From an optimization exercise on the open Yosys and OpenROAD flow, aimed at small area, a short achievable clock period and few clock cycles per item; shortcuts taken in it are not production practice.
The RTL was checked by simulation tests, not by an equivalence proof against the original design.
Power and IR drop assume default switching activity.

==> flow/design.v <==
module MUL #(
    parameter WIDTH = 32
) (
    input  [ 0:0] clk,
    input  [ 0:0] rst,
    input  [ 0:0] start,
    input  [31:0] a,
    input  [31:0] b,
    output [63:0] res,
    output [ 0:0] finish
);
reg  [5:0] p;
reg  [32:0] s_q, c_q;         
reg  [7:0] ls_q, lc_q;       
reg         n3_q;             
reg  [31:0] l_q;              
reg  [29:0] h_q;              
reg  [3:0] one_q, two_q, neg_q;  
reg         sgn_q;
wire first = p[0];
wire [32:0] sfb = first ? 33'h100000000 : s_q;
wire [32:0] cfb = first ? 33'h0 : c_q;
wire [32:0] am = {1'b0, a[30:0], 1'b0};    
wire [31:0] pp0;
wire [31:0] pp1;
wire [31:0] pp2;
wire [31:0] pp3;
genvar gj;
generate for (gj = 0; gj < 32; gj = gj + 1) begin : g_pp
    assign pp0[gj] = ((one_q[0] & am[gj+1]) | (two_q[0] & am[gj])) ^ neg_q[0];
    assign pp1[gj] = ((one_q[1] & am[gj+1]) | (two_q[1] & am[gj])) ^ neg_q[1];
    assign pp2[gj] = ((one_q[2] & am[gj+1]) | (two_q[2] & am[gj])) ^ neg_q[2];
    assign pp3[gj] = ((one_q[3] & am[gj+1]) | (two_q[3] & am[gj])) ^ neg_q[3];
end endgenerate
wire fs0;
wire fc0;
wire hs0;
wire hc0;
wire hs1;
wire hc1;
wire fs1;
wire fc1;
wire hs2;
wire hc2;
wire fs2;
wire fc2;
wire hs3;
wire hc3;
wire fs3;
wire fc3;
wire fs4;
wire fc4;
wire fs5;
wire fc5;
wire fs6;
wire fc6;
wire fs7;
wire fc7;
wire fs8;
wire fc8;
wire fs9;
wire fc9;
wire fs10;
wire fc10;
wire fs11;
wire fc11;
wire fs12;
wire fc12;
wire fs13;
wire fc13;
wire fs14;
wire fc14;
wire fs15;
wire fc15;
wire fs16;
wire fc16;
wire fs17;
wire fc17;
wire fs18;
wire fc18;
wire fs19;
wire fc19;
wire fs20;
wire fc20;
wire fs21;
wire fc21;
wire fs22;
wire fc22;
wire fs23;
wire fc23;
wire fs24;
wire fc24;
wire fs25;
wire fc25;
wire fs26;
wire fc26;
wire fs27;
wire fc27;
wire fs28;
wire fc28;
wire fs29;
wire fc29;
wire fs30;
wire fc30;
wire fs31;
wire fc31;
wire fs32;
wire fc32;
wire fs33;
wire fc33;
wire fs34;
wire fc34;
wire fs35;
wire fc35;
wire fs36;
wire fc36;
wire fs37;
wire fc37;
wire fs38;
wire fc38;
wire fs39;
wire fc39;
wire fs40;
wire fc40;
wire fs41;
wire fc41;
wire fs42;
wire fc42;
wire fs43;
wire fc43;
wire fs44;
wire fc44;
wire fs45;
wire fc45;
wire fs46;
wire fc46;
wire fs47;
wire fc47;
wire fs48;
wire fc48;
wire fs49;
wire fc49;
wire fs50;
wire fc50;
wire fs51;
wire fc51;
wire fs52;
wire fc52;
wire fs53;
wire fc53;
wire fs54;
wire fc54;
wire fs55;
wire fc55;
wire fs56;
wire fc56;
wire fs57;
wire fc57;
wire hs4;
wire hc4;
wire fs58;
wire fc58;
wire fs59;
wire fc59;
wire fs60;
wire fc60;
wire fs61;
wire fc61;
wire fs62;
wire fc62;
wire fs63;
wire fc63;
wire fs64;
wire fc64;
wire fs65;
wire fc65;
wire fs66;
wire fc66;
wire fs67;
wire fc67;
wire fs68;
wire fc68;
wire fs69;
wire fc69;
wire fs70;
wire fc70;
wire fs71;
wire fc71;
wire fs72;
wire fc72;
wire fs73;
wire fc73;
wire fs74;
wire fc74;
wire fs75;
wire fc75;
wire fs76;
wire fc76;
wire fs77;
wire fc77;
wire fs78;
wire fc78;
wire fs79;
wire fc79;
wire fs80;
wire fc80;
wire fs81;
wire fc81;
wire fs82;
wire fc82;
wire fs83;
wire fc83;
wire fs84;
wire fc84;
wire fs85;
wire fc85;
wire fs86;
wire fc86;
wire fs87;
wire fc87;
wire fs88;
wire fc88;
wire fs89;
wire fc89;
wire fs90;
wire fc90;
wire fs91;
wire fc91;
wire hs5;
wire hc5;
wire hs6;
wire hc6;
wire fs92;
wire fc92;
wire fs93;
wire fc93;
wire fs94;
wire fc94;
wire fs95;
wire fc95;
wire fs96;
wire fc96;
wire fs97;
wire fc97;
wire fs98;
wire fc98;
wire fs99;
wire fc99;
wire fs100;
wire fc100;
wire fs101;
wire fc101;
wire fs102;
wire fc102;
wire fs103;
wire fc103;
wire fs104;
wire fc104;
wire fs105;
wire fc105;
wire fs106;
wire fc106;
wire fs107;
wire fc107;
wire fs108;
wire fc108;
wire fs109;
wire fc109;
wire fs110;
wire fc110;
wire fs111;
wire fc111;
wire fs112;
wire fc112;
wire fs113;
wire fc113;
wire fs114;
wire fc114;
wire fs115;
wire fc115;
wire fs116;
wire fc116;
wire fs117;
wire fc117;
wire fs118;
wire fc118;
wire fs119;
wire fc119;
wire fs120;
wire fc120;
wire fs121;
wire fc121;
wire fs122;
wire fc122;
wire fs123;
wire fc123;
wire fs124;
wire fc124;
wire fs125;
wire fc125;
wire fs126;
wire fc126;
wire fs127;
wire fc127;
wire hs7;
wire hc7;
assign fs0 = neg_q[0] ^ sfb[0] ^ cfb[0];
assign fc0 = (neg_q[0] & sfb[0]) | (neg_q[0] & cfb[0]) | (sfb[0] & cfb[0]);
assign hs0 = neg_q[1] ^ sfb[2];
assign hc0 = neg_q[1] & sfb[2];
assign hs1 = sfb[3] ^ cfb[3];
assign hc1 = sfb[3] & cfb[3];
assign fs1 = neg_q[2] ^ sfb[4] ^ cfb[4];
assign fc1 = (neg_q[2] & sfb[4]) | (neg_q[2] & cfb[4]) | (sfb[4] & cfb[4]);
assign hs2 = pp0[4] ^ pp1[2];
assign hc2 = pp0[4] & pp1[2];
assign fs2 = sfb[5] ^ cfb[5] ^ pp0[5];
assign fc2 = (sfb[5] & cfb[5]) | (sfb[5] & pp0[5]) | (cfb[5] & pp0[5]);
assign hs3 = pp1[3] ^ pp2[1];
assign hc3 = pp1[3] & pp2[1];
assign fs3 = sfb[6] ^ cfb[6] ^ pp0[6];
assign fc3 = (sfb[6] & cfb[6]) | (sfb[6] & pp0[6]) | (cfb[6] & pp0[6]);
assign fs4 = pp1[4] ^ pp2[2] ^ pp3[0];
assign fc4 = (pp1[4] & pp2[2]) | (pp1[4] & pp3[0]) | (pp2[2] & pp3[0]);
assign fs5 = sfb[7] ^ cfb[7] ^ pp0[7];
assign fc5 = (sfb[7] & cfb[7]) | (sfb[7] & pp0[7]) | (cfb[7] & pp0[7]);
assign fs6 = pp1[5] ^ pp2[3] ^ pp3[1];
assign fc6 = (pp1[5] & pp2[3]) | (pp1[5] & pp3[1]) | (pp2[3] & pp3[1]);
assign fs7 = sfb[8] ^ cfb[8] ^ pp0[8];
assign fc7 = (sfb[8] & cfb[8]) | (sfb[8] & pp0[8]) | (cfb[8] & pp0[8]);
assign fs8 = pp1[6] ^ pp2[4] ^ pp3[2];
assign fc8 = (pp1[6] & pp2[4]) | (pp1[6] & pp3[2]) | (pp2[4] & pp3[2]);
assign fs9 = sfb[9] ^ cfb[9] ^ pp0[9];
assign fc9 = (sfb[9] & cfb[9]) | (sfb[9] & pp0[9]) | (cfb[9] & pp0[9]);
assign fs10 = pp1[7] ^ pp2[5] ^ pp3[3];
assign fc10 = (pp1[7] & pp2[5]) | (pp1[7] & pp3[3]) | (pp2[5] & pp3[3]);
assign fs11 = sfb[10] ^ cfb[10] ^ pp0[10];
assign fc11 = (sfb[10] & cfb[10]) | (sfb[10] & pp0[10]) | (cfb[10] & pp0[10]);
assign fs12 = pp1[8] ^ pp2[6] ^ pp3[4];
assign fc12 = (pp1[8] & pp2[6]) | (pp1[8] & pp3[4]) | (pp2[6] & pp3[4]);
assign fs13 = sfb[11] ^ cfb[11] ^ pp0[11];
assign fc13 = (sfb[11] & cfb[11]) | (sfb[11] & pp0[11]) | (cfb[11] & pp0[11]);
assign fs14 = pp1[9] ^ pp2[7] ^ pp3[5];
assign fc14 = (pp1[9] & pp2[7]) | (pp1[9] & pp3[5]) | (pp2[7] & pp3[5]);
assign fs15 = sfb[12] ^ cfb[12] ^ pp0[12];
assign fc15 = (sfb[12] & cfb[12]) | (sfb[12] & pp0[12]) | (cfb[12] & pp0[12]);
assign fs16 = pp1[10] ^ pp2[8] ^ pp3[6];
assign fc16 = (pp1[10] & pp2[8]) | (pp1[10] & pp3[6]) | (pp2[8] & pp3[6]);
assign fs17 = sfb[13] ^ cfb[13] ^ pp0[13];
assign fc17 = (sfb[13] & cfb[13]) | (sfb[13] & pp0[13]) | (cfb[13] & pp0[13]);
assign fs18 = pp1[11] ^ pp2[9] ^ pp3[7];
assign fc18 = (pp1[11] & pp2[9]) | (pp1[11] & pp3[7]) | (pp2[9] & pp3[7]);
assign fs19 = sfb[14] ^ cfb[14] ^ pp0[14];
assign fc19 = (sfb[14] & cfb[14]) | (sfb[14] & pp0[14]) | (cfb[14] & pp0[14]);
assign fs20 = pp1[12] ^ pp2[10] ^ pp3[8];
assign fc20 = (pp1[12] & pp2[10]) | (pp1[12] & pp3[8]) | (pp2[10] & pp3[8]);
assign fs21 = sfb[15] ^ cfb[15] ^ pp0[15];
assign fc21 = (sfb[15] & cfb[15]) | (sfb[15] & pp0[15]) | (cfb[15] & pp0[15]);
assign fs22 = pp1[13] ^ pp2[11] ^ pp3[9];
assign fc22 = (pp1[13] & pp2[11]) | (pp1[13] & pp3[9]) | (pp2[11] & pp3[9]);
assign fs23 = sfb[16] ^ cfb[16] ^ pp0[16];
assign fc23 = (sfb[16] & cfb[16]) | (sfb[16] & pp0[16]) | (cfb[16] & pp0[16]);
assign fs24 = pp1[14] ^ pp2[12] ^ pp3[10];
assign fc24 = (pp1[14] & pp2[12]) | (pp1[14] & pp3[10]) | (pp2[12] & pp3[10]);
assign fs25 = sfb[17] ^ cfb[17] ^ pp0[17];
assign fc25 = (sfb[17] & cfb[17]) | (sfb[17] & pp0[17]) | (cfb[17] & pp0[17]);
assign fs26 = pp1[15] ^ pp2[13] ^ pp3[11];
assign fc26 = (pp1[15] & pp2[13]) | (pp1[15] & pp3[11]) | (pp2[13] & pp3[11]);
assign fs27 = sfb[18] ^ cfb[18] ^ pp0[18];
assign fc27 = (sfb[18] & cfb[18]) | (sfb[18] & pp0[18]) | (cfb[18] & pp0[18]);
assign fs28 = pp1[16] ^ pp2[14] ^ pp3[12];
assign fc28 = (pp1[16] & pp2[14]) | (pp1[16] & pp3[12]) | (pp2[14] & pp3[12]);
assign fs29 = sfb[19] ^ cfb[19] ^ pp0[19];
assign fc29 = (sfb[19] & cfb[19]) | (sfb[19] & pp0[19]) | (cfb[19] & pp0[19]);
assign fs30 = pp1[17] ^ pp2[15] ^ pp3[13];
assign fc30 = (pp1[17] & pp2[15]) | (pp1[17] & pp3[13]) | (pp2[15] & pp3[13]);
assign fs31 = sfb[20] ^ cfb[20] ^ pp0[20];
assign fc31 = (sfb[20] & cfb[20]) | (sfb[20] & pp0[20]) | (cfb[20] & pp0[20]);
assign fs32 = pp1[18] ^ pp2[16] ^ pp3[14];
assign fc32 = (pp1[18] & pp2[16]) | (pp1[18] & pp3[14]) | (pp2[16] & pp3[14]);
assign fs33 = sfb[21] ^ cfb[21] ^ pp0[21];
assign fc33 = (sfb[21] & cfb[21]) | (sfb[21] & pp0[21]) | (cfb[21] & pp0[21]);
assign fs34 = pp1[19] ^ pp2[17] ^ pp3[15];
assign fc34 = (pp1[19] & pp2[17]) | (pp1[19] & pp3[15]) | (pp2[17] & pp3[15]);
assign fs35 = sfb[22] ^ cfb[22] ^ pp0[22];
assign fc35 = (sfb[22] & cfb[22]) | (sfb[22] & pp0[22]) | (cfb[22] & pp0[22]);
assign fs36 = pp1[20] ^ pp2[18] ^ pp3[16];
assign fc36 = (pp1[20] & pp2[18]) | (pp1[20] & pp3[16]) | (pp2[18] & pp3[16]);
assign fs37 = sfb[23] ^ cfb[23] ^ pp0[23];
assign fc37 = (sfb[23] & cfb[23]) | (sfb[23] & pp0[23]) | (cfb[23] & pp0[23]);
assign fs38 = pp1[21] ^ pp2[19] ^ pp3[17];
assign fc38 = (pp1[21] & pp2[19]) | (pp1[21] & pp3[17]) | (pp2[19] & pp3[17]);
assign fs39 = sfb[24] ^ cfb[24] ^ pp0[24];
assign fc39 = (sfb[24] & cfb[24]) | (sfb[24] & pp0[24]) | (cfb[24] & pp0[24]);
assign fs40 = pp1[22] ^ pp2[20] ^ pp3[18];
assign fc40 = (pp1[22] & pp2[20]) | (pp1[22] & pp3[18]) | (pp2[20] & pp3[18]);
assign fs41 = sfb[25] ^ cfb[25] ^ pp0[25];
assign fc41 = (sfb[25] & cfb[25]) | (sfb[25] & pp0[25]) | (cfb[25] & pp0[25]);
assign fs42 = pp1[23] ^ pp2[21] ^ pp3[19];
assign fc42 = (pp1[23] & pp2[21]) | (pp1[23] & pp3[19]) | (pp2[21] & pp3[19]);
assign fs43 = sfb[26] ^ cfb[26] ^ pp0[26];
assign fc43 = (sfb[26] & cfb[26]) | (sfb[26] & pp0[26]) | (cfb[26] & pp0[26]);
assign fs44 = pp1[24] ^ pp2[22] ^ pp3[20];
assign fc44 = (pp1[24] & pp2[22]) | (pp1[24] & pp3[20]) | (pp2[22] & pp3[20]);
assign fs45 = sfb[27] ^ cfb[27] ^ pp0[27];
assign fc45 = (sfb[27] & cfb[27]) | (sfb[27] & pp0[27]) | (cfb[27] & pp0[27]);
assign fs46 = pp1[25] ^ pp2[23] ^ pp3[21];
assign fc46 = (pp1[25] & pp2[23]) | (pp1[25] & pp3[21]) | (pp2[23] & pp3[21]);
assign fs47 = sfb[28] ^ cfb[28] ^ pp0[28];
assign fc47 = (sfb[28] & cfb[28]) | (sfb[28] & pp0[28]) | (cfb[28] & pp0[28]);
assign fs48 = pp1[26] ^ pp2[24] ^ pp3[22];
assign fc48 = (pp1[26] & pp2[24]) | (pp1[26] & pp3[22]) | (pp2[24] & pp3[22]);
assign fs49 = sfb[29] ^ cfb[29] ^ pp0[29];
assign fc49 = (sfb[29] & cfb[29]) | (sfb[29] & pp0[29]) | (cfb[29] & pp0[29]);
assign fs50 = pp1[27] ^ pp2[25] ^ pp3[23];
assign fc50 = (pp1[27] & pp2[25]) | (pp1[27] & pp3[23]) | (pp2[25] & pp3[23]);
assign fs51 = sfb[30] ^ cfb[30] ^ pp0[30];
assign fc51 = (sfb[30] & cfb[30]) | (sfb[30] & pp0[30]) | (cfb[30] & pp0[30]);
assign fs52 = pp1[28] ^ pp2[26] ^ pp3[24];
assign fc52 = (pp1[28] & pp2[26]) | (pp1[28] & pp3[24]) | (pp2[26] & pp3[24]);
assign fs53 = sfb[31] ^ cfb[31] ^ pp0[31];
assign fc53 = (sfb[31] & cfb[31]) | (sfb[31] & pp0[31]) | (cfb[31] & pp0[31]);
assign fs54 = pp1[29] ^ pp2[27] ^ pp3[25];
assign fc54 = (pp1[29] & pp2[27]) | (pp1[29] & pp3[25]) | (pp2[27] & pp3[25]);
assign fs55 = ~neg_q[0] ^ sfb[32] ^ cfb[32];
assign fc55 = (~neg_q[0] & sfb[32]) | (~neg_q[0] & cfb[32]) | (sfb[32] & cfb[32]);
assign fs56 = pp1[30] ^ pp2[28] ^ pp3[26];
assign fc56 = (pp1[30] & pp2[28]) | (pp1[30] & pp3[26]) | (pp2[28] & pp3[26]);
assign fs57 = 1'b1 ^ pp1[31] ^ pp2[29];
assign fc57 = (1'b1 & pp1[31]) | (1'b1 & pp2[29]) | (pp1[31] & pp2[29]);
assign hs4 = pp0[0] ^ lowc[0];
assign hc4 = pp0[0] & lowc[0];
assign fs58 = sfb[1] ^ cfb[1] ^ pp0[1];
assign fc58 = (sfb[1] & cfb[1]) | (sfb[1] & pp0[1]) | (cfb[1] & pp0[1]);
assign fs59 = cfb[2] ^ pp0[2] ^ pp1[0];
assign fc59 = (cfb[2] & pp0[2]) | (cfb[2] & pp1[0]) | (pp0[2] & pp1[0]);
assign fs60 = pp0[3] ^ pp1[1] ^ hc0;
assign fc60 = (pp0[3] & pp1[1]) | (pp0[3] & hc0) | (pp1[1] & hc0);
assign fs61 = pp2[0] ^ hc1 ^ hs2;
assign fc61 = (pp2[0] & hc1) | (pp2[0] & hs2) | (hc1 & hs2);
assign fs62 = hc2 ^ hs3 ^ fc1;
assign fc62 = (hc2 & hs3) | (hc2 & fc1) | (hs3 & fc1);
assign fs63 = hc3 ^ fc2 ^ fs3;
assign fc63 = (hc3 & fc2) | (hc3 & fs3) | (fc2 & fs3);
assign fs64 = fc3 ^ fc4 ^ fs5;
assign fc64 = (fc3 & fc4) | (fc3 & fs5) | (fc4 & fs5);
assign fs65 = fc5 ^ fc6 ^ fs7;
assign fc65 = (fc5 & fc6) | (fc5 & fs7) | (fc6 & fs7);
assign fs66 = fc7 ^ fc8 ^ fs9;
assign fc66 = (fc7 & fc8) | (fc7 & fs9) | (fc8 & fs9);
assign fs67 = fc9 ^ fc10 ^ fs11;
assign fc67 = (fc9 & fc10) | (fc9 & fs11) | (fc10 & fs11);
assign fs68 = fc11 ^ fc12 ^ fs13;
assign fc68 = (fc11 & fc12) | (fc11 & fs13) | (fc12 & fs13);
assign fs69 = fc13 ^ fc14 ^ fs15;
assign fc69 = (fc13 & fc14) | (fc13 & fs15) | (fc14 & fs15);
assign fs70 = fc15 ^ fc16 ^ fs17;
assign fc70 = (fc15 & fc16) | (fc15 & fs17) | (fc16 & fs17);
assign fs71 = fc17 ^ fc18 ^ fs19;
assign fc71 = (fc17 & fc18) | (fc17 & fs19) | (fc18 & fs19);
assign fs72 = fc19 ^ fc20 ^ fs21;
assign fc72 = (fc19 & fc20) | (fc19 & fs21) | (fc20 & fs21);
assign fs73 = fc21 ^ fc22 ^ fs23;
assign fc73 = (fc21 & fc22) | (fc21 & fs23) | (fc22 & fs23);
assign fs74 = fc23 ^ fc24 ^ fs25;
assign fc74 = (fc23 & fc24) | (fc23 & fs25) | (fc24 & fs25);
assign fs75 = fc25 ^ fc26 ^ fs27;
assign fc75 = (fc25 & fc26) | (fc25 & fs27) | (fc26 & fs27);
assign fs76 = fc27 ^ fc28 ^ fs29;
assign fc76 = (fc27 & fc28) | (fc27 & fs29) | (fc28 & fs29);
assign fs77 = fc29 ^ fc30 ^ fs31;
assign fc77 = (fc29 & fc30) | (fc29 & fs31) | (fc30 & fs31);
assign fs78 = fc31 ^ fc32 ^ fs33;
assign fc78 = (fc31 & fc32) | (fc31 & fs33) | (fc32 & fs33);
assign fs79 = fc33 ^ fc34 ^ fs35;
assign fc79 = (fc33 & fc34) | (fc33 & fs35) | (fc34 & fs35);
assign fs80 = fc35 ^ fc36 ^ fs37;
assign fc80 = (fc35 & fc36) | (fc35 & fs37) | (fc36 & fs37);
assign fs81 = fc37 ^ fc38 ^ fs39;
assign fc81 = (fc37 & fc38) | (fc37 & fs39) | (fc38 & fs39);
assign fs82 = fc39 ^ fc40 ^ fs41;
assign fc82 = (fc39 & fc40) | (fc39 & fs41) | (fc40 & fs41);
assign fs83 = fc41 ^ fc42 ^ fs43;
assign fc83 = (fc41 & fc42) | (fc41 & fs43) | (fc42 & fs43);
assign fs84 = fc43 ^ fc44 ^ fs45;
assign fc84 = (fc43 & fc44) | (fc43 & fs45) | (fc44 & fs45);
assign fs85 = fc45 ^ fc46 ^ fs47;
assign fc85 = (fc45 & fc46) | (fc45 & fs47) | (fc46 & fs47);
assign fs86 = fc47 ^ fc48 ^ fs49;
assign fc86 = (fc47 & fc48) | (fc47 & fs49) | (fc48 & fs49);
assign fs87 = fc49 ^ fc50 ^ fs51;
assign fc87 = (fc49 & fc50) | (fc49 & fs51) | (fc50 & fs51);
assign fs88 = fc51 ^ fc52 ^ fs53;
assign fc88 = (fc51 & fc52) | (fc51 & fs53) | (fc52 & fs53);
assign fs89 = fc53 ^ fc54 ^ fs55;
assign fc89 = (fc53 & fc54) | (fc53 & fs55) | (fc54 & fs55);
assign fs90 = pp3[27] ^ fc55 ^ fc56;
assign fc90 = (pp3[27] & fc55) | (pp3[27] & fc56) | (fc55 & fc56);
assign fs91 = ~neg_q[1] ^ pp2[30] ^ pp3[28];
assign fc91 = (~neg_q[1] & pp2[30]) | (~neg_q[1] & pp3[28]) | (pp2[30] & pp3[28]);
assign hs5 = 1'b1 ^ pp2[31];
assign hc5 = 1'b1 & pp2[31];
assign hs6 = lowc[1] ^ fs0;
assign hc6 = lowc[1] & fs0;
assign fs92 = fc0 ^ fs58 ^ hc4;
assign fc92 = (fc0 & fs58) | (fc0 & hc4) | (fs58 & hc4);
assign fs93 = hs0 ^ fc58 ^ fs59;
assign fc93 = (hs0 & fc58) | (hs0 & fs59) | (fc58 & fs59);
assign fs94 = hs1 ^ fc59 ^ fs60;
assign fc94 = (hs1 & fc59) | (hs1 & fs60) | (fc59 & fs60);
assign fs95 = fs1 ^ fc60 ^ fs61;
assign fc95 = (fs1 & fc60) | (fs1 & fs61) | (fc60 & fs61);
assign fs96 = fs2 ^ fc61 ^ fs62;
assign fc96 = (fs2 & fc61) | (fs2 & fs62) | (fc61 & fs62);
assign fs97 = fs4 ^ fc62 ^ fs63;
assign fc97 = (fs4 & fc62) | (fs4 & fs63) | (fc62 & fs63);
assign fs98 = fs6 ^ fc63 ^ fs64;
assign fc98 = (fs6 & fc63) | (fs6 & fs64) | (fc63 & fs64);
assign fs99 = fs8 ^ fc64 ^ fs65;
assign fc99 = (fs8 & fc64) | (fs8 & fs65) | (fc64 & fs65);
assign fs100 = fs10 ^ fc65 ^ fs66;
assign fc100 = (fs10 & fc65) | (fs10 & fs66) | (fc65 & fs66);
assign fs101 = fs12 ^ fc66 ^ fs67;
assign fc101 = (fs12 & fc66) | (fs12 & fs67) | (fc66 & fs67);
assign fs102 = fs14 ^ fc67 ^ fs68;
assign fc102 = (fs14 & fc67) | (fs14 & fs68) | (fc67 & fs68);
assign fs103 = fs16 ^ fc68 ^ fs69;
assign fc103 = (fs16 & fc68) | (fs16 & fs69) | (fc68 & fs69);
assign fs104 = fs18 ^ fc69 ^ fs70;
assign fc104 = (fs18 & fc69) | (fs18 & fs70) | (fc69 & fs70);
assign fs105 = fs20 ^ fc70 ^ fs71;
assign fc105 = (fs20 & fc70) | (fs20 & fs71) | (fc70 & fs71);
assign fs106 = fs22 ^ fc71 ^ fs72;
assign fc106 = (fs22 & fc71) | (fs22 & fs72) | (fc71 & fs72);
assign fs107 = fs24 ^ fc72 ^ fs73;
assign fc107 = (fs24 & fc72) | (fs24 & fs73) | (fc72 & fs73);
assign fs108 = fs26 ^ fc73 ^ fs74;
assign fc108 = (fs26 & fc73) | (fs26 & fs74) | (fc73 & fs74);
assign fs109 = fs28 ^ fc74 ^ fs75;
assign fc109 = (fs28 & fc74) | (fs28 & fs75) | (fc74 & fs75);
assign fs110 = fs30 ^ fc75 ^ fs76;
assign fc110 = (fs30 & fc75) | (fs30 & fs76) | (fc75 & fs76);
assign fs111 = fs32 ^ fc76 ^ fs77;
assign fc111 = (fs32 & fc76) | (fs32 & fs77) | (fc76 & fs77);
assign fs112 = fs34 ^ fc77 ^ fs78;
assign fc112 = (fs34 & fc77) | (fs34 & fs78) | (fc77 & fs78);
assign fs113 = fs36 ^ fc78 ^ fs79;
assign fc113 = (fs36 & fc78) | (fs36 & fs79) | (fc78 & fs79);
assign fs114 = fs38 ^ fc79 ^ fs80;
assign fc114 = (fs38 & fc79) | (fs38 & fs80) | (fc79 & fs80);
assign fs115 = fs40 ^ fc80 ^ fs81;
assign fc115 = (fs40 & fc80) | (fs40 & fs81) | (fc80 & fs81);
assign fs116 = fs42 ^ fc81 ^ fs82;
assign fc116 = (fs42 & fc81) | (fs42 & fs82) | (fc81 & fs82);
assign fs117 = fs44 ^ fc82 ^ fs83;
assign fc117 = (fs44 & fc82) | (fs44 & fs83) | (fc82 & fs83);
assign fs118 = fs46 ^ fc83 ^ fs84;
assign fc118 = (fs46 & fc83) | (fs46 & fs84) | (fc83 & fs84);
assign fs119 = fs48 ^ fc84 ^ fs85;
assign fc119 = (fs48 & fc84) | (fs48 & fs85) | (fc84 & fs85);
assign fs120 = fs50 ^ fc85 ^ fs86;
assign fc120 = (fs50 & fc85) | (fs50 & fs86) | (fc85 & fs86);
assign fs121 = fs52 ^ fc86 ^ fs87;
assign fc121 = (fs52 & fc86) | (fs52 & fs87) | (fc86 & fs87);
assign fs122 = fs54 ^ fc87 ^ fs88;
assign fc122 = (fs54 & fc87) | (fs54 & fs88) | (fc87 & fs88);
assign fs123 = fs56 ^ fs89 ^ fc88;
assign fc123 = (fs56 & fs89) | (fs56 & fc88) | (fs89 & fc88);
assign fs124 = fs57 ^ fc89 ^ fs90;
assign fc124 = (fs57 & fc89) | (fs57 & fs90) | (fc89 & fs90);
assign fs125 = fc57 ^ fs91 ^ fc90;
assign fc125 = (fc57 & fs91) | (fc57 & fc90) | (fs91 & fc90);
assign fs126 = pp3[29] ^ hs5 ^ fc91;
assign fc126 = (pp3[29] & hs5) | (pp3[29] & fc91) | (hs5 & fc91);
assign fs127 = ~neg_q[2] ^ pp3[30] ^ hc5;
assign fc127 = (~neg_q[2] & pp3[30]) | (~neg_q[2] & hc5) | (pp3[30] & hc5);
assign hs7 = 1'b1 ^ pp3[31];
assign hc7 = 1'b1 & pp3[31];
wire [32:0] s_t = {1'b0, 1'b1, hc7, fc127, fc126, fc125, fc124, fc123, fc122, fc121, fc120, fc119, fc118, fc117, fc116, fc115, fc114, fc113, fc112, fc111, fc110, fc109, fc108, fc107, fc106, fc105, fc104, fc103, fc102, fc101, fc100, fc99, fc98};
wire [32:0] c_t = {1'b0, 1'b0, ~neg_q[3], hs7, fs127, fs126, fs125, fs124, fs123, fs122, fs121, fs120, fs119, fs118, fs117, fs116, fs115, fs114, fs113, fs112, fs111, fs110, fs109, fs108, fs107, fs106, fs105, fs104, fs103, fs102, fs101, fs100, fs99};
wire [7:0] ls_t = {fc97, fc96, fc95, fc94, fc93, fc92, hc6, hs6};
wire [7:0] lc_t = {fs98, fs97, fs96, fs95, fs94, fs93, fs92, hs4};
wire [8:0] u = {1'b0, ls_q} + {1'b0, lc_q};
wire [7:0] low = {u[7] ^ (u[6] & n3_q), u[6] ^ n3_q, u[5:0]};
wire [1:0] lowc = {u[7] & u[6] & n3_q, u[8]} & {2{~first}};
wire [37:0] fin = {s_q[29:0], ls_q} + {c_q[29:0], lc_q};
wire [32:0] bm = {1'b0, b[30:0], 1'b0};    
wire [8:0] w0 = bm[8:0];
wire [8:0] w1 = bm[16:8];
wire [8:0] w2 = bm[24:16];
wire [8:0] w3 = bm[32:24];
wire [8:0] wn = ({9{~|p[2:0]}} & w0) |
                  ({9{p[0]}} & w1) |
                  ({9{p[1]}} & w2) |
                  ({9{p[2]}} & w3);
wire [3:0] one_n, two_n, neg_n;
generate for (gj = 0; gj < 4; gj = gj + 1) begin : g_enc
    assign one_n[gj] = wn[2*gj+1] ^ wn[2*gj];
    assign two_n[gj] = (wn[2*gj+2] & ~wn[2*gj+1] & ~wn[2*gj]) | (~wn[2*gj+2] & wn[2*gj+1] & wn[2*gj]);
    assign neg_n[gj] = wn[2*gj+2];
end endgenerate
always @(posedge clk) begin
    if (rst)
        p <= 6'b0;
    else
        p <= {p[4:0], start};
    one_q <= one_n;
    two_q <= two_n;
    neg_q <= neg_n;
    s_q   <= s_t;
    c_q   <= c_t;
    ls_q  <= ls_t;
    lc_q  <= lc_t;
    n3_q  <= neg_q[3];
    l_q   <= {low[7:0], l_q[31:8]};
    h_q   <= fin[37:8];
    sgn_q <= a[31] ^ b[31];
end
assign finish = p[5];
assign res = {sgn_q, 1'b0, h_q, l_q};
endmodule
==> flow/run.sh <==
#!/bin/bash
# synth_recipe.tcl (not shown) runs the flow's synth.tcl, then flattens the netlist and writes it again
# the make line also repeats each setting of config.mk as NAME=value (left out here)
make -C /OpenROAD-flow-scripts/flow DESIGN_CONFIG=/design/flow/config.mk WORK_HOME=/design/flow/orfs CLKGATE_MAP_FILE= SYNTH_SCRIPT=/design/flow/synth_recipe.tcl finish
==> flow/config.mk <==
export PLATFORM = sky130hd
export DESIGN_NAME = MUL
export DESIGN_NICKNAME = MUL
export VERILOG_FILES = /design/flow/design.v
export SDC_FILE = /design/flow/constraint.sdc
export NUM_CORES = 4
export LEC_CHECK = 0
export CAP_MARGIN = 20
export CORE_MARGIN = 2
export CORE_UTILIZATION = 40
export SETUP_SLACK_MARGIN = 1.5
export SLEW_MARGIN = 20
==> flow/constraint.sdc <==
create_clock -name core_clock -period 4.0 [get_ports {clk}]
set_input_delay 0.8000 -clock core_clock [delete_from_list [all_inputs] [get_ports {clk}]]
set_output_delay 0.8000 -clock core_clock [all_outputs]
set_load 0.01 [all_outputs]
==> results of run 1 <==
path summary, 6_finish.rpt:
path	start	endpoint
setup / recovery	two_q[0]$_DFF_P_	c_q[14]$_DFF_P_
hold / removal	l_q[15]$_DFF_P_	l_q[7]$_DFF_P_
setup reg to reg	two_q[0]$_DFF_P_	c_q[14]$_DFF_P_
hold reg to reg	l_q[15]$_DFF_P_	l_q[7]$_DFF_P_
layout by cell type (no fill, tap or decap), drive strengths merged, types with 42 or more instances in the layout:
cell type,netlist,layout
ha,47,47
clkdlybuf4s50,0,99
nand2,107,107
xnor2,145,145
a21oi,42,42
inv,109,118
buf,25,74
a22oi,120,120
dfxtp,160,160
fa,125,125
cell families (layout without fill, tap and decap cells):
kind of cell / after synthesis / in the layout
multiplexers: 1 / 1
buffers and inverters: 204 / 327
flip-flops: 160 / 160
AO/OA/AOI/OAI: 259 / 259
other: 1 / 4
XOR/XNOR: 170 / 170
AND/OR/NAND/NOR: 186 / 186
adder cells (fa/ha/maj): 172 / 172
worst max-delay path, delay by kind of cell, from the launching register on:
family / cells / cell delay [ns]
xor gates and xnor gates: 1 / 0.16
adders and majority gates: 3 / 1.46
DFF: 1 / 0.39
buffers and inverters: 2 / 0.23
AOI/OAI and AO/OA: 1 / 0.27
metal layers:
metal / routed length, um / GRT usage (%) / vias up
li1: - / - / 4064
met1: 13110 / 25.66 / 4291
met2: 15720 / 36.65 / 295
met3: 1676 / 3.868 / 55
met4: 944 / 7.125 / 4
met5: 22 / 0 / -
report_power, final:
group / switching (mW) / internal, mW / total, mW
sequential: 0.445 / 2.59 / 3.04
combinational: 5.34 / 4.64 / 9.97
clock: 0.792 / 0.901 / 1.69
stage by stage:
step	hold slack (ns)	util (%)	total power [mW]	setup WS (ns)	instances
3_5_place_dp	0.3342	46.97	12.14	0.4427	1585
5_1_grt	0.3391	53.32	16.14	1.394	1656
4_1_cts	0.3326	50.98	14.31	1.443	1630
2_1_floorplan	0.3290	-	9.184	1.215	1153
6_report	0.3327	53.33	14.70	1.432	1657
3_3_place_gp	0.3330	46.97	11.89	0.4614	1585
area by class of cell:
class                   instances  area (sq um)
fillers                      2430         13000
repair buffers                185          1921
diodes                          3         7.507
multi-input cells             789          8182
inverters                     109         421.7
flip-flops and latches        160          3236
well taps                     378         473.0
repair inverters                1         8.758
clock inverters                15         182.7
clock buffers                  17         425.4
what timing repair did:
item                       in CTS  in global routing
setup buffers                  12                 15
resized for setup             266                 90
setup endpoints to repair      74                 47
gates cloned                    1                  9
pin swaps                      35                 65
flip-flops by register name, indices dropped and copies added, names as in the netlist:
name   cells
two_q      4
ls_q       8
c_q       31
l_q       32
p          6
neg_q      4
sgn_q      1
s_q       31
one_q      4
h_q       30
lc_q       8
n3_q       1
==> impl_results.rst, run 1 <==
.. list-table::
   :header-rows: 1

   * - Metric
     - Value
   * - Run status
     - finished clean
   * - Number of buffers added by the clock tree synthesis step
     - 17
   * - Upper clock frequency limit
     - 389.4 MHz
   * - Main combinational cell family by area after synthesis
     - adder cells
   * - Largest stage delay, worst path
     - 0.52 ns
   * - Area share of fa/ha/maj cells after synthesis
     - 27.28%
   * - Fin crit period
     - 2.568 ns
   * - Mean instance size in the synthesized netlist
     - 9.825 sq um
   * - Total negative setup slack
     - 0 ns
   * - Count of hold-fix buffers inserted at cts
     - 0
   * - Die footprint
     - 0.02968 sq mm
   * - Ratio of cells with drive above 1 in the final layout
     - 25.24%
   * - Number of nets in the layout
     - 1502
   * - Share of the synthesized area in the top cell type
     - 28.27%
   * - Final wirelength
     - 31470 um
   * - Synth Net Count
     - 1392
   * - Post-detailed-placement cell area
     - 0.01308 sq mm
   * - Commonest cells in the netlist
     - 160 x sky130_fd_sc_hd__dfxtp_1, 145 x sky130_fd_sc_hd__xnor2_1, 125 x sky130_fd_sc_hd__fa_1
   * - Library cell used as clock root buffer
     - sky130_fd_sc_hd__clkbuf_16
   * - Core Footprint
     - 0.02786 sq mm
   * - Average wire length per cell after detail routing
     - 18.99 um
   * - Count of distinct cell types in the synthesized netlist
     - 63
   * - Most numerous cell in the Yosys netlist
     - sky130_fd_sc_hd__dfxtp_1
   * - Worst reg2reg path depth
     - 7
   * - Worst reg-to-reg setup slack
     - 1.43 ns
   * - Leak Pwr
     - 6.104 nW
   * - Post-synth top flop
     - sky130_fd_sc_hd__dfxtp_1
   * - Unrepaired setup endpoints after global routing
     - true
   * - Max-slew violation total from the final report
     - 0
   * - Number of buffers inserted by port buffering
     - 130
   * - Ports placed on the boundary
     - 132
   * - Critical Path Fanout Max
     - 6
   * - Starting Density
     - 40.66%
   * - Dominant cells by area after synthesis
     - sky130_fd_sc_hd__dfxtp_1 28%, sky130_fd_sc_hd__fa_1 22%, sky130_fd_sc_hd__xnor2_1 11%
   * - Clk slew on worst S/H paths
     - 0.08 ns
   * - Cell depth of the worst min-delay path
     - 0
   * - Combined area of all synthesized cells
     - 0.01133 sq mm
   * - Count of flip-flops with a built-in enable after synthesis
     - 0
   * - Overflow left after global routing
     - 0
   * - Vias in the first global route
     - 8805
   * - Die height
     - 172.3 um
   * - Nature of the critical path startpoint
     - flip-flop
   * - Iteration-0 DRC count of the detailed router
     - 571
   * - Final setup violation count
     - 0
   * - Arrival time at the worst endpoint
     - 2.94 ns
   * - Post-route antenna net violation count
     - 0
   * - Cell with the largest stage delay on the worst path
     - sky130_fd_sc_hd__fa_2
   * - Multiplexer share of the synthesized area
     - 0.09940%
   * - Length of the first detailed-routing pass in iterations
     - 5
   * - Final Hold Vio Count
     - 0
   * - Xor and xnor area share after synthesis
     - 13.14%
   * - Global routing usage summed across all routing layers
     - 20.84%
   * - CP most frequent cell
     - sky130_fd_sc_hd__fa_2
   * - Synthesis-stage register bit count
     - 160
   * - Data required time of the worst path
     - 4.37 ns
   * - Ys Warns
     - 1
   * - Maximum level of the CTS H-tree
     - 4
   * - Maximum buffer depth of the clock tree
     - 2
   * - Gate count after technology mapping
     - 1153
   * - Worst skew pair latency
     - 0.43 ns
   * - # rows
     - 61
   * - TritonCTS clock tree
     - yes
   * - Fin area
     - 0.01486 sq mm
   * - Initial antenna violation count
     - 5
   * - Via count
     - 8709
   * - Layout-stage area growth over the synthesis result
     - 31.15%
   * - Critical setup path kind
     - reg2reg
   * - Sink count of the clock tree
     - 160
   * - Peak supply drop
     - 475.6 uV
   * - DRC Markers
     - 0
   * - First-pass GRT wire length
     - 47460 um
   * - Type of the most critical hold path
     - reg2reg
   * - PwrDens
     - 989.7 mW/mm^2
   * - Post-DP HPWL
     - 22560 um
   * - Share of the clock period used by the worst path
     - 64.21%
   * - Sequential-to-total area share from yosys stat
     - 28.27%
   * - Fraction of the mapped netlist area in simple logic gates
     - 7.510%
   * - Tightest Pin Transition
     - 0.5976 ns
   * - Fraction of the mapped netlist area in compound gates
     - 16.45%
   * - Worst max-slew margin expressed relative to the limit
     - 60.16%
   * - Via-per-instance ratio
     - 5.256
   * - Crit path cell chain
     - clkbuf_16 > a22oi_2 > xnor2_4 > fa_2 > fa_1 > inv_1 > fa_2
   * - Nature of the critical path endpoint
     - flip-flop
   * - Largest clock skew in the final design
     - 0.01707 ns
   * - Share of synthesized flip-flops with an asynchronous set or reset
     - 0%
   * - RePlAce Congestion
     - 0.8731
   * - Largest net degree at the start of global routing
     - 48
   * - Chip Width
     - 172.3 um
   * - Max capacitance violation total
     - 0
   * - Cell taking the most area after synthesis
     - sky130_fd_sc_hd__dfxtp_1
Testbench counts, summed over its fixed seeds: cycles 5,376, items 768.
==> run 2, diff against run 1 <==
--- a/flow/config.mk
+++ b/flow/config.mk
@@ -8,5 +8,5 @@
 export CAP_MARGIN = 20
 export CORE_MARGIN = 2
 export CORE_UTILIZATION = 40
-export SETUP_SLACK_MARGIN = 1.5
+export SETUP_SLACK_MARGIN = 1.2
 export SLEW_MARGIN = 20
==> run 2 against run 1 <==
  * Die area is the same
  * Flip-flop and latch count unchanged
  * Critical endpoint is now c_q[23]$_DFF_P_
  * Clock-buffer cell count did not move
  * Still clean
  * Via count fell by 3.4%
==> impl_results.rst, run 2 <==
.. list-table::
   :header-rows: 1

   * - Metric
     - Value
   * - Die height
     - 172.3 um
   * - Max reg flops
     - 32
   * - Initial antenna violation count
     - 2
   * - Share of the synthesized area in the top cell type
     - 28.27%
   * - Number of buffers inserted by port buffering
     - 130
   * - Largest net degree at the start of global routing
     - 37
   * - Post-detailed-placement cell area
     - 0.01292 sq mm
   * - Global routing usage summed across all routing layers
     - 20.84%
   * - Ports placed on the boundary
     - 132
   * - Vias in the first global route
     - 8540
   * - Mean instance size in the synthesized netlist
     - 9.825 sq um
   * - Number of nets in the layout
     - 1468
   * - # rows
     - 61
   * - Run status
     - finished clean
   * - Peak supply drop
     - 504.6 uV
   * - Dominant cells by area after synthesis
     - sky130_fd_sc_hd__dfxtp_1 28%, sky130_fd_sc_hd__fa_1 22%, sky130_fd_sc_hd__xnor2_1 11%
   * - Buffers & Inverters on Critical Path
     - 2
   * - Largest clock skew in the final design
     - 0.01564 ns
   * - Crit path cell chain
     - clkdlybuf4s50_1 > a22oi_1 > xnor2_1 > fa_1 > fa_1 > inv_1 > fa_1
   * - Starting Density
     - 40.66%
   * - Fin crit period
     - 2.766 ns
   * - Type of the most critical hold path
     - reg2reg
   * - Commonest cells after routing, fill and taps aside
     - 156 x sky130_fd_sc_hd__dfxtp_1, 144 x sky130_fd_sc_hd__xnor2_1, 124 x sky130_fd_sc_hd__fa_1, 107 x sky130_fd_sc_hd__inv_1, 106 x sky130_fd_sc_hd__nand2_1
   * - Length of the first detailed-routing pass in iterations
     - 5
   * - Upper clock frequency limit
     - 361.5 MHz
   * - Iteration-0 DRC count of the detailed router
     - 695
   * - Layout-stage area growth over the synthesis result
     - 19.57%
   * - Post-synth top flop
     - sky130_fd_sc_hd__dfxtp_1
   * - Critical setup path kind
     - in2reg
   * - Final setup violation count
     - 0
   * - Maximum buffer depth of the clock tree
     - 2
   * - Clk slew on worst S/H paths
     - 0.07 ns
   * - Count of flip-flops with a built-in enable after synthesis
     - 0
   * - Largest stage delay, worst path
     - 0.56 ns
   * - Fin area
     - 0.01355 sq mm
   * - Ys Warns
     - 1
   * - Share of synthesized flip-flops with an asynchronous set or reset
     - 0%
   * - Most numerous cell in the Yosys netlist
     - sky130_fd_sc_hd__dfxtp_1
   * - Overflow left after global routing
     - 0
   * - Maximum level of the CTS H-tree
     - 4
   * - Unrepaired setup endpoints after global routing
     - true
   * - Filler Cell Count
     - 2590
   * - Area of the multi-input gates
     - 0.007426 sq mm
   * - Sink count of the clock tree
     - 160
   * - RePlAce Congestion
     - 0.8329
   * - Number of buffers added by the clock tree synthesis step
     - 17
   * - Via count
     - 8415
   * - First-pass GRT wire length
     - 47040 um
   * - Combined area of all synthesized cells
     - 0.01133 sq mm
   * - Critical Path Fanout Max
     - 3
   * - Total negative setup slack
     - 0 ns
   * - N_diodes
     - 0
   * - Arrival time at the worst endpoint
     - 3.08 ns
   * - Tightest Pin Transition
     - 0.6580 ns
   * - Family with the most delay on the worst path
     - adder cells
   * - DRC Markers
     - 0
   * - Regs by FF count
     - l_q: 32 flops, c_q: 31 flops, s_q: 31 flops
   * - Share of the clock period used by the worst path
     - 69.15%
   * - Worst skew pair latency
     - 0.45 ns
   * - Final Hold Vio Count
     - 0
   * - Final wirelength
     - 29510 um
   * - Max-slew violation total from the final report
     - 0
   * - Most frequent standard cell in the layout excluding fill and tap cells
     - sky130_fd_sc_hd__dfxtp_1
   * - Count of distinct cell types in the synthesized netlist
     - 63
   * - Area used by sequential logic in the layout
     - 0.003213 sq mm
   * - Library cell used as clock root buffer
     - sky130_fd_sc_hd__clkbuf_16
   * - Cell with the largest stage delay on the worst path
     - sky130_fd_sc_hd__fa_1
   * - Max capacitance violation total
     - 0
   * - Synthesis-stage register bit count
     - 160
   * - Worst max-slew margin expressed relative to the limit
     - 56.13%
   * - Commonest cells in the netlist
     - 160 x sky130_fd_sc_hd__dfxtp_1, 145 x sky130_fd_sc_hd__xnor2_1, 125 x sky130_fd_sc_hd__fa_1
   * - TritonCTS clock tree
     - yes
   * - Nature of the critical path endpoint
     - flip-flop
   * - Post-DP HPWL
     - 21950 um
   * - CP most frequent cell
     - sky130_fd_sc_hd__fa_1
   * - Post-route antenna net violation count
     - 0
   * - Most flop-heavy register
     - l_q
   * - Cell taking the most area after synthesis
     - sky130_fd_sc_hd__dfxtp_1
   * - Core Footprint
     - 0.02786 sq mm
   * - Die footprint
     - 0.02968 sq mm
   * - PwrDens
     - 996.3 mW/mm^2
   * - Synth Net Count
     - 1392
   * - Worst Hold Slack
     - 0.3455 ns
   * - Leak Pwr
     - 5.689 nW
   * - Via-per-instance ratio
     - 5.194
   * - Data required time of the worst path
     - 4.31 ns
   * - Chip Width
     - 172.3 um
   * - Gate count after technology mapping
     - 1153
   * - Nature of the critical path startpoint
     - primary input
   * - Sequential-to-total area share from yosys stat
     - 28.27%
   * - Average wire length per cell after detail routing
     - 18.22 um
   * - Ratio of cells with drive above 1 in the final layout
     - 8.937%
[run 2: cell counts after synthesis]
Identical to the previous run, type by type.
[run 2: path summary, 6_finish.rpt]
path	from	to	slack, ns	cells after the start
worst max-delay path	a[30]	c_q[23]$_DFF_P_	1.23	7
worst min-delay path	l_q[24]$_DFF_P_	l_q[16]$_DFF_P_	0.35	0
worst max register to register	one_q[0]$_DFF_P_	c_q[17]$_DFF_P_	1.28	7
worst min register to register	l_q[24]$_DFF_P_	l_q[16]$_DFF_P_	0.35	0
[run 2: routing by layer]
layer / vias to the layer above / wire length, um / GRT usage (%)
li1: 3971 / - / -
met4: 4 / 646 / 6.796
met1: 4144 / 12970 / 27.53
met3: 42 / 1359 / 3.021
met2: 254 / 14510 / 35.18
met5: - / 26 / 0
[run 2: repair_timing]
| action | CTS | global route |
|---|---|---|
| hold buffers | 0 | 0 |
| gates resized for setup | 37 | 29 |
| gates cloned | 0 | 0 |
| setup endpoints to repair | 59 | 35 |
| buffers inserted | 2 | 2 |
| pin swaps | 0 | 4 |
[run 2: layout make-up]
| cell class | count | share of cell area (%) |
|---|---|---|
| inverters | 109 | 3.085 |
| multi-input cells | 789 | 54.82 |
| clock buffers | 17 | 3.141 |
| flip-flops and latches | 160 | 23.72 |
| clock inverters | 15 | 1.349 |
| repair buffers | 152 | 10.39 |
| well taps | 378 | 3.492 |
[run 2: through the flow]
stage	util [%]	instances	power, mW	worst slack (ns)
4_1_cts	48.56	1618	13.59	1.200
3_3_place_gp	46.36	1584	11.57	0.5299
6_report	48.62	1620	13.50	1.234
3_5_place_dp	46.36	1584	11.78	0.5178
5_1_grt	48.62	1620	14.96	1.152
2_1_floorplan	-	1153	9.004	1.192
[run 2: kinds of logic after synthesis]
| group | Yosys count | synth area share, % |
|---|---|---|
| other | 1 | 0.03310 |
| adders and majority gates | 172 | 27.28 |
| muxes | 1 | 0.09940 |
| xor gates and xnor gates | 170 | 13.14 |
| DFF | 160 | 28.27 |
| buffers and inverters | 204 | 7.212 |
| and+or+nand+nor | 186 | 7.511 |
| AOI/OAI and AO/OA | 259 | 16.45 |
[run 2: worst register-to-register path, delay by kind of cell (launching register included)]
kind | cells | cell delay (ns)
compound gates | 1 | 0.14
xor+xnor | 1 | 0.27
fa+ha+maj | 3 | 1.42
buf+inv | 2 | 0.46
flops | 1 | 0.31
[run 2: report_power, final]
group | switching (mW) | internal (mW) | leakage, nW
sequential | 0.433 | 2.58 | 1.35
clock | 0.837 | 0.854 | 0.294
combinational | 4.87 | 3.92 | 4.05
total | 6.14 | 7.36 | 5.69
==> run 3, diff against run 2 <==
--- a/flow/config.mk
+++ b/flow/config.mk
@@ -5,6 +5,7 @@
 export SDC_FILE = /design/flow/constraint.sdc
 export NUM_CORES = 4
 export LEC_CHECK = 0
+export ABC_AREA = 1
 export CAP_MARGIN = 20
 export CORE_MARGIN = 2
 export CORE_UTILIZATION = 40
==> run 3 against run 2 <==
  * Global-route usage is 0.16 points lower
  * Fmax is 0.13% higher
  * First-iteration DRC count is 13% lower
  * Critical path depth is 1 higher
  * Wire length is 6.6% higher
  * Flip-flop and latch count stayed put
  * Non-clock buffer count is 18 higher
  * Largest cell class unchanged
  * Die area is 5.4% higher
  * Setup slack better by 0.0036 ns
  * Highest routed layer is now met4
  * Core utilization is 1.4 points higher
  * Critical path type is now reg2reg
  * Clock skew is 0.0070 ns lower
==> impl_results.rst, run 3 <==
.. list-table::
   :header-rows: 1

   * - Metric
     - Value
   * - Peak supply drop
     - 344.4 uV
   * - Count of distinct cell types in the synthesized netlist
     - 39
   * - Share of the clock period used by the worst path
     - 69.06%
   * - Largest net degree at the start of global routing
     - 37
   * - Final wirelength
     - 31470 um
   * - Upper clock frequency limit
     - 362.0 MHz
   * - Final Hold Vio Count
     - 0
   * - Area used by sequential logic in the layout
     - 0.003211 sq mm
   * - Critical setup path kind
     - reg2reg
   * - Chip Width
     - 176.9 um
   * - Ys Warns
     - 1
   * - Area of the multi-input gates
     - 0.007749 sq mm
   * - Gate count after technology mapping
     - 1464
   * - Type of the most critical hold path
     - reg2reg
   * - Nature of the critical path startpoint
     - flip-flop
   * - Multiplexer share of the synthesized area
     - 0%
   * - Regs by FF count
     - l_q: 32 flops, c_q: 31 flops, s_q: 31 flops
   * - Length of the first detailed-routing pass in iterations
     - 5
   * - N_diodes
     - 0
   * - Vias in the first global route
     - 9555
   * - Total negative setup slack
     - 0 ns
   * - Clk slew on worst S/H paths
     - 0.07 ns
   * - Core Footprint
     - 0.02956 sq mm
   * - Mean instance size in the synthesized netlist
     - 8.168 sq um
   * - Die footprint
     - 0.03129 sq mm
   * - Critical Path Fanout Max
     - 16
   * - Via count
     - 9712
   * - Non-filler instance count after layout
     - 2005
   * - Overflow left after global routing
     - 0
   * - Fin crit period
     - 2.762 ns
   * - Ports placed on the boundary
     - 132
   * - Via-per-instance ratio
     - 4.844
   * - Share of synthesized flip-flops with an asynchronous set or reset
     - 0%
   * - Number of nets in the layout
     - 1841
   * - Data required time of the worst path
     - 4.32 ns
   * - Sequential-to-total area share from yosys stat
     - 26.79%
   * - Worst reg2reg path depth
     - 8
   * - Largest clock skew in the final design
     - 0.008639 ns
   * - Maximum buffer depth of the clock tree
     - 2
   * - DRC Markers
     - 0
   * - Count of hold-fix buffers inserted at cts
     - 0
   * - Die height
     - 176.9 um
   * - Worst skew pair latency
     - 0.45 ns
   * - Library cell used as clock root buffer
     - sky130_fd_sc_hd__clkbuf_16
   * - PwrDens
     - 949.3 mW/mm^2
   * - Starting Density
     - 40.45%
   * - Maximum level of the CTS H-tree
     - 4
   * - Iteration-0 DRC count of the detailed router
     - 602
   * - Share of the synthesized area in the top cell type
     - 26.79%
   * - Commonest cells after routing, fill and taps aside
     - 332 x sky130_fd_sc_hd__nand2_1, 236 x sky130_fd_sc_hd__inv_1, 158 x sky130_fd_sc_hd__dfxtp_1, 145 x sky130_fd_sc_hd__xor2_1, 118 x sky130_fd_sc_hd__fa_1
   * - Max capacitance violation total
     - 0
   * - First-pass GRT wire length
     - 50240 um
   * - Fraction of the mapped netlist area in simple logic gates
     - 16.55%
   * - Combined area of all synthesized cells
     - 0.01196 sq mm
   * - Area share of fa/ha/maj cells after synthesis
     - 25.84%
   * - Nature of the critical path endpoint
     - flip-flop
   * - Global routing usage summed across all routing layers
     - 20.68%
   * - Post-synth top flop
     - sky130_fd_sc_hd__dfxtp_1
   * - Worst max-slew margin expressed relative to the limit
     - 60.67%
   * - Number of buffers inserted by port buffering
     - 130
   * - Cell taking the most area after synthesis
     - sky130_fd_sc_hd__dfxtp_1
   * - Most frequent standard cell in the layout excluding fill and tap cells
     - sky130_fd_sc_hd__nand2_1
   * - Synthesis-stage register bit count
     - 160
   * - Main combinational cell family by area after synthesis
     - adder cells
   * - Count of flip-flops with a built-in enable after synthesis
     - 0
   * - Tightest Pin Transition
     - 0.5900 ns
   * - TritonCTS clock tree
     - yes
   * - Number of buffers added by the clock tree synthesis step
     - 17
   * - Ratio of cells with drive above 1 in the final layout
     - 11.15%
   * - Leak Pwr
     - 7.255 nW
   * - Post-route antenna net violation count
     - 0
   * - RePlAce Congestion
     - 0.8806
   * - Post-DP HPWL
     - 24910 um
   * - Commonest cells in the netlist
     - 332 x sky130_fd_sc_hd__nand2_1, 273 x sky130_fd_sc_hd__inv_1, 160 x sky130_fd_sc_hd__dfxtp_1
   * - Xor and xnor area share after synthesis
     - 11.49%
   * - Synth Net Count
     - 1703
   * - Run status
     - finished clean
   * - Max reg flops
     - 32
   * - Most numerous cell in the Yosys netlist
     - sky130_fd_sc_hd__nand2_1
   * - Average wire length per cell after detail routing
     - 15.69 um
   * - Filler Cell Count
     - 2832
   * - # rows
     - 63
   * - Final setup violation count
     - 0
   * - Initial antenna violation count
     - 0
   * - Arrival time at the worst endpoint
     - 3.09 ns
   * - Dominant cells by area after synthesis
     - sky130_fd_sc_hd__dfxtp_1 27%, sky130_fd_sc_hd__fa_1 21%, sky130_fd_sc_hd__xor2_1 11%
   * - Layout-stage area growth over the synthesis result
     - 23.58%
   * - Max-slew violation total from the final report
     - 0
   * - Unrepaired setup endpoints after global routing
     - true
   * - Cell depth of the worst min-delay path
     - 0
   * - Fraction of the mapped netlist area in compound gates
     - 8.727%
   * - Most flop-heavy register
     - l_q
   * - Placed Instances
     - 1951
   * - Sink count of the clock tree
     - 160
## run 3: cell types whose count changed after synthesis, moves of 14 or more
cell,before,now
sky130_fd_sc_hd__xnor2_1,145,6
sky130_fd_sc_hd__buf_1,17,1
sky130_fd_sc_hd__inv_1,108,273
sky130_fd_sc_hd__a22oi_1,120,0
sky130_fd_sc_hd__buf_2,5,20
sky130_fd_sc_hd__o22ai_1,0,120
sky130_fd_sc_hd__clkbuf_2,24,0
sky130_fd_sc_hd__nor2_1,24,67
sky130_fd_sc_hd__nand3_1,13,30
sky130_fd_sc_hd__a21o_1,16,0
sky130_fd_sc_hd__nand2_1,106,332
sky130_fd_sc_hd__clkbuf_1,46,26
sky130_fd_sc_hd__nor2b_1,14,0
sky130_fd_sc_hd__xor2_1,25,149
## run 3: layer usage
layer  up-vias  track usage, %  part of all wire (%)
li1       4810               -                     -
met4         0           4.924                   1.6
met3        47           4.038                   6.5
met2       338           33.12                    45
met1      4517           28.80                    47
met5         -               0                     0
## run 3: area by class of cell
class	instances	share of cell area, %
Inverter	275	7.239
Tap cell	390	3.302
Timing Repair Buffer	170	11.16
Clock inverter	15	1.262
Clock buffer	17	2.879
Sequential cell	160	21.73
Multi-Input combinational cell	978	52.43
## run 3: per-stage QoR
| stage | hold slack, ns | worst slack [ns] | power [mW] | cell area [sq um] | utilization [%] |
|---|---|---|---|---|---|
| after floorplan | 0.3572 | 1.262 | 9.221 | 11960 | - |
| after global placement | 0.3320 | 0.5661 | 11.97 | 13680 | 46.27 |
| after detailed placement | 0.3352 | 0.5452 | 12.22 | 13680 | 46.27 |
| after CTS | 0.3499 | 1.153 | 14.10 | 14630 | 49.48 |
| after global routing | 0.3549 | 1.184 | 15.68 | 14780 | 49.99 |
| final | 0.3470 | 1.238 | 14.03 | 14780 | 49.99 |
## run 3: power breakdown
group	switching, mW	internal, mW
Combinational	5.46	3.81
Sequential	0.449	2.58
Clock	0.785	0.954
Total	6.69	7.34
## run 3: kinds of logic (layout without fill, tap and decap cells)
family                   Yosys count  after routing
adder cells (fa/ha/maj)          172            172
XOR/XNOR                         156            156
other                              1              1
AND/OR/NAND/NOR                  475            475
flip-flops                       160            160
AO/OA/AOI/OAI                    174            174
buffers and inverters            326            477
## run 3: worst paths after layout
check	startpoint	to	slack, ns
worst max-delay path	neg_q[0]$_DFF_P_	c_q[16]$_DFF_P_	1.24
worst min-delay path	l_q[15]$_DFF_P_	l_q[7]$_DFF_P_	0.35
worst max register to register	neg_q[0]$_DFF_P_	c_q[16]$_DFF_P_	1.24
worst min register to register	l_q[15]$_DFF_P_	l_q[7]$_DFF_P_	0.35
## run 3: worst max-delay path, stage by stage, from the launching register on
cell                         delay (ns)
sky130_fd_sc_hd__dfxtp_4           0.43
sky130_fd_sc_hd__clkinvlp_4        0.09
sky130_fd_sc_hd__buf_4             0.18
sky130_fd_sc_hd__buf_12            0.17
sky130_fd_sc_hd__xor2_1            0.25
sky130_fd_sc_hd__fa_1              0.49
sky130_fd_sc_hd__fa_1              0.52
sky130_fd_sc_hd__inv_1             0.05
sky130_fd_sc_hd__fa_1              0.45
## run 3: timing repair
item,in CTS,in global routing
setup buffers,20,1
pin swaps,55,6
gates resized for setup,99,34
endpoints found under the setup margin,54,43
gates cloned,0,1
==> run 4, diff against run 3 <==
--- a/flow/config.mk
+++ b/flow/config.mk
@@ -5,9 +5,8 @@
 export SDC_FILE = /design/flow/constraint.sdc
 export NUM_CORES = 4
 export LEC_CHECK = 0
-export ABC_AREA = 1
 export CAP_MARGIN = 20
 export CORE_MARGIN = 2
-export CORE_UTILIZATION = 40
+export CORE_UTILIZATION = 60
 export SETUP_SLACK_MARGIN = 1.2
 export SLEW_MARGIN = 20
==> run 4 against run 3 <==
  * Sequential share of layout area rose by 2.3 points
  * Cell count fell by 26%
  * Via count fell by 13%
  * Clock power fell by 7%
  * Critical path type is now in2reg
  * Setup slack got worse by 0.022 ns
  * Clock skew rose by 0.0024 ns
  * Die area fell by 36%
  * Critical endpoint is now lc_q[6]$_DFF_P_
  * Still clean on timing, DRC and antenna
  * Largest power group unchanged
  * Fmax fell by 0.79%
==> impl_results.rst, run 4 <==
.. list-table::
   :header-rows: 1

   * - Metric
     - Value
   * - Run status
     - finished clean
   * - TritonCTS clock tree
     - yes
   * - Fin crit period
     - 2.784 ns
   * - Via count
     - 8491
   * - Worst reg2reg path startpoint
     - neg_q[0]$_DFF_P_
   * - Number of nets in the layout
     - 1465
   * - Chip Width
     - 141.4 um
   * - Tightest Pin Transition
     - 0.5532 ns
   * - Largest net degree at the start of global routing
     - 36
   * - Switching share of total power
     - 45.45%
   * - Smallest setup slack after layout
     - 1.216 ns
   * - Most flop-heavy register
     - l_q
   * - Starting Density
     - 60.77%
   * - Share of the clock period used by the worst path
     - 69.61%
   * - Commonest cells in the netlist
     - 160 x sky130_fd_sc_hd__dfxtp_1, 145 x sky130_fd_sc_hd__xnor2_1, 125 x sky130_fd_sc_hd__fa_1
   * - Non-filler instance count after layout
     - 1474
   * - Start point of the critical path
     - a[5]
   * - Clock power frac
     - 12.1%
   * - Most numerous cell in the Yosys netlist
     - sky130_fd_sc_hd__dfxtp_1
   * - Net load switching power
     - 6.121 mW
   * - Post-synth top flop
     - sky130_fd_sc_hd__dfxtp_1
   * - Clk slew on worst S/H paths
     - 0.08 ns
   * - Worst setup path end
     - lc_q[6]$_DFF_P_
   * - Type of the most critical hold path
     - reg2reg
   * - Length of the first detailed-routing pass in iterations
     - 5
   * - Regs by FF count
     - l_q: 32 flops, c_q: 31 flops, s_q: 31 flops
   * - Vias in the first global route
     - 8460
   * - Initial antenna violation count
     - 2
   * - Via-per-instance ratio
     - 5.761
   * - Worst reg-to-reg setup slack
     - 1.28 ns
   * - Arrival time at the worst endpoint
     - 3.11 ns
   * - Count of distinct cell types in the synthesized netlist
     - 63
   * - Upper clock frequency limit
     - 359.1 MHz
   * - Worst reg2reg path depth
     - 7
   * - Commonest cells after routing, fill and taps aside
     - 157 x sky130_fd_sc_hd__dfxtp_1, 145 x sky130_fd_sc_hd__xnor2_1, 124 x sky130_fd_sc_hd__fa_1, 108 x sky130_fd_sc_hd__inv_1, 106 x sky130_fd_sc_hd__nand2_1
   * - Core Footprint
     - 0.01864 sq mm
   * - Main combinational cell family by area after synthesis
     - adder cells
   * - Unrepaired setup endpoints after global routing
     - true
   * - Sequential-to-total area share from yosys stat
     - 28.27%
   * - Max capacitance violation total
     - 0
   * - Data required time of the worst path
     - 4.32 ns
   * - Worst skew pair latency
     - 0.44 ns
   * - Final Hold Vio Count
     - 0
   * - Ratio of cells with drive above 1 in the final layout
     - 8.475%
   * - Internal Dissipation
     - 7.345 mW
   * - Fraction of the mapped netlist area in compound gates
     - 16.45%
   * - Max-slew violation total from the final report
     - 0
   * - Worst max-slew margin expressed relative to the limit
     - 63.12%
   * - Number of buffers inserted by port buffering
     - 130
   * - Area share of fa/ha/maj cells after synthesis
     - 27.28%
   * - Average wire length per cell after detail routing
     - 18.95 um
   * - Maximum level of the CTS H-tree
     - 4
   * - Synthesis-stage register bit count
     - 160
   * - Sequential share of power
     - 22.5%
   * - Total negative setup slack
     - 0 ns
   * - Post-route antenna net violation count
     - 0
   * - Count of flip-flops with a built-in enable after synthesis
     - 0
   * - Cell taking the most area after synthesis
     - sky130_fd_sc_hd__dfxtp_1
   * - DRC Markers
     - 0
   * - Critical Path Fanout Max
     - 8
   * - Combined area of all synthesized cells
     - 0.01133 sq mm
   * - Ys Warns
     - 1
   * - # rows
     - 50
   * - Maximum buffer depth of the clock tree
     - 2
   * - Sink count of the clock tree
     - 160
   * - Xor and xnor area share after synthesis
     - 13.14%
   * - Ports placed on the boundary
     - 132
   * - RePlAce Congestion
     - 0.8694
   * - Die height
     - 141.4 um
   * - Share of synthesized flip-flops with an asynchronous set or reset
     - 0%
   * - Count of hold-fix buffers inserted at cts
     - 0
   * - Mean instance size in the synthesized netlist
     - 9.825 sq um
   * - Overflow left after global routing
     - 0
   * - Gate count after technology mapping
     - 1153
   * - First-pass GRT wire length
     - 44810 um
   * - Fraction of the mapped netlist area in simple logic gates
     - 7.510%
   * - Worst reg2reg path endpoint
     - lc_q[6]$_DFF_P_
   * - Critical setup path kind
     - in2reg
   * - Final setup violation count
     - 0
   * - Iteration-0 DRC count of the detailed router
     - 612
   * - Leak Pwr
     - 5.675 nW
   * - PwrDens
     - 1008 mW/mm^2
   * - Peak supply drop
     - 658.7 uV
   * - Layout-stage area growth over the synthesis result
     - 17.95%
   * - Most frequent standard cell in the layout excluding fill and tap cells
     - sky130_fd_sc_hd__dfxtp_1
   * - Worst Hold Slack
     - 0.3466 ns
   * - Share of the synthesized area in the top cell type
     - 28.27%
   * - Multiplexer share of the synthesized area
     - 0.09940%
   * - Combinational share of power
     - 65.4%
   * - Die footprint
     - 0.02000 sq mm
   * - Dominant cells by area after synthesis
     - sky130_fd_sc_hd__dfxtp_1 28%, sky130_fd_sc_hd__fa_1 22%, sky130_fd_sc_hd__xnor2_1 11%
   * - Final wirelength
     - 27940 um
   * - Max reg flops
     - 32
   * - Synth Net Count
     - 1392
   * - Library cell used as clock root buffer
     - sky130_fd_sc_hd__clkbuf_16
   * - Nature of the critical path endpoint
     - flip-flop
   * - Post-placement worst setup slack
     - 0.5305 ns
   * - Largest clock skew in the final design
     - 0.01101 ns
   * - Placed Instances
     - 1439
   * - Post-DP HPWL
     - 20730 um
   * - Global routing usage summed across all routing layers
     - 29.13%
   * - Nature of the critical path startpoint
     - primary input
   * - Number of buffers added by the clock tree synthesis step
     - 17
-- run 4: changes by cell type after synthesis, moves of 15 or more --
cell,before,now
sky130_fd_sc_hd__inv_1,273,108
sky130_fd_sc_hd__nand2_1,332,106
sky130_fd_sc_hd__a21o_1,0,16
sky130_fd_sc_hd__clkbuf_1,26,46
sky130_fd_sc_hd__buf_1,1,17
sky130_fd_sc_hd__o22ai_1,120,0
sky130_fd_sc_hd__clkbuf_2,0,24
sky130_fd_sc_hd__a22oi_1,0,120
sky130_fd_sc_hd__xor2_1,149,25
sky130_fd_sc_hd__nor2_1,67,24
sky130_fd_sc_hd__xnor2_1,6,145
sky130_fd_sc_hd__buf_2,20,5
sky130_fd_sc_hd__nand3_1,30,13
-- run 4: layout make-up --
cell class / count / area [sq um]
Antenna cell: 1 / 2.502
Tap cell: 234 / 292.8
Inverter: 109 / 411.6
Clock inverter: 15 / 163.9
Multi-Input combinational cell: 789 / 7441
Timing Repair Buffer: 149 / 1413
Sequential cell: 160 / 3212
Clock buffer: 17 / 425.4
Fill cell: 1470 / 5281
-- run 4: power groups by stage --
| stage | Clock (mW) | Sequential, mW | Combinational, mW |
|---|---|---|---|
| after floorplan | 0 | 3.05 | 5.95 |
| after global placement | 0 | 3.05 | 8.44 |
| after detailed placement | 0 | 3.07 | 8.67 |
| after CTS | 1.65 | 3.04 | 8.78 |
| after global routing | 1.72 | 3.10 | 9.96 |
| final | 1.62 | 3.03 | 8.81 |
-- run 4: logic make-up after synthesis --
kind of cell,count (synthesis)
adders and majority gates,172
xor gates and xnor gates,170
muxes,1
and+or+nand+nor,186
DFF,160
other,1
AOI/OAI and AO/OA,259
buffers and inverters,204
-- run 4: layer usage --
metal	routed length [um]	share of wire, %	vias up	global-route usage [%]
met2	13490	48	277	47.34
li1	-	-	3975	-
met5	13	0.047	-	0
met1	12170	44	4181	39.03
met3	1483	5.3	56	6.075
met4	777	2.8	2	10.16
-- run 4: how the worst min path moves through the flow --
| stage | start | to | cells after the start |
|---|---|---|---|
| after detailed placement | l_q[16]$_DFF_P_ | l_q[8]$_DFF_P_ | 0 |
| after floorplan | neg_q[3]$_DFF_P_ | n3_q$_DFF_P_ | 0 |
| after CTS | l_q[26]$_DFF_P_ | l_q[18]$_DFF_P_ | 0 |
| after global routing | l_q[27]$_DFF_P_ | l_q[19]$_DFF_P_ | 0 |
| after global placement | l_q[15]$_DFF_P_ | l_q[7]$_DFF_P_ | 0 |
| final | l_q[26]$_DFF_P_ | l_q[18]$_DFF_P_ | 0 |
-- run 4: what timing repair did --
action,CTS,global route
setup endpoints to repair,58,42
resized for setup,38,24
pin swaps,3,1
setup buffers,1,1
-- run 4: stage by stage --
step	power [mW]	utilization [%]	area, sq um
after floorplan	9.004	-	11410
after global placement	11.49	68.28	12730
after detailed placement	11.74	68.28	12730
after CTS	13.47	71.42	13310
after global routing	14.78	71.66	13360
final	13.47	71.67	13360
-- run 4: critical path: stages --
cell and delay [ns]:
sky130_fd_sc_hd__dlygate4sd2_1 0.39, sky130_fd_sc_hd__a22oi_1 0.16, sky130_fd_sc_hd__xnor2_1 0.36, sky130_fd_sc_hd__fa_1 0.47, sky130_fd_sc_hd__inv_1 0.08, sky130_fd_sc_hd__fa_1 0.42
sky130_fd_sc_hd__fa_1 0.43
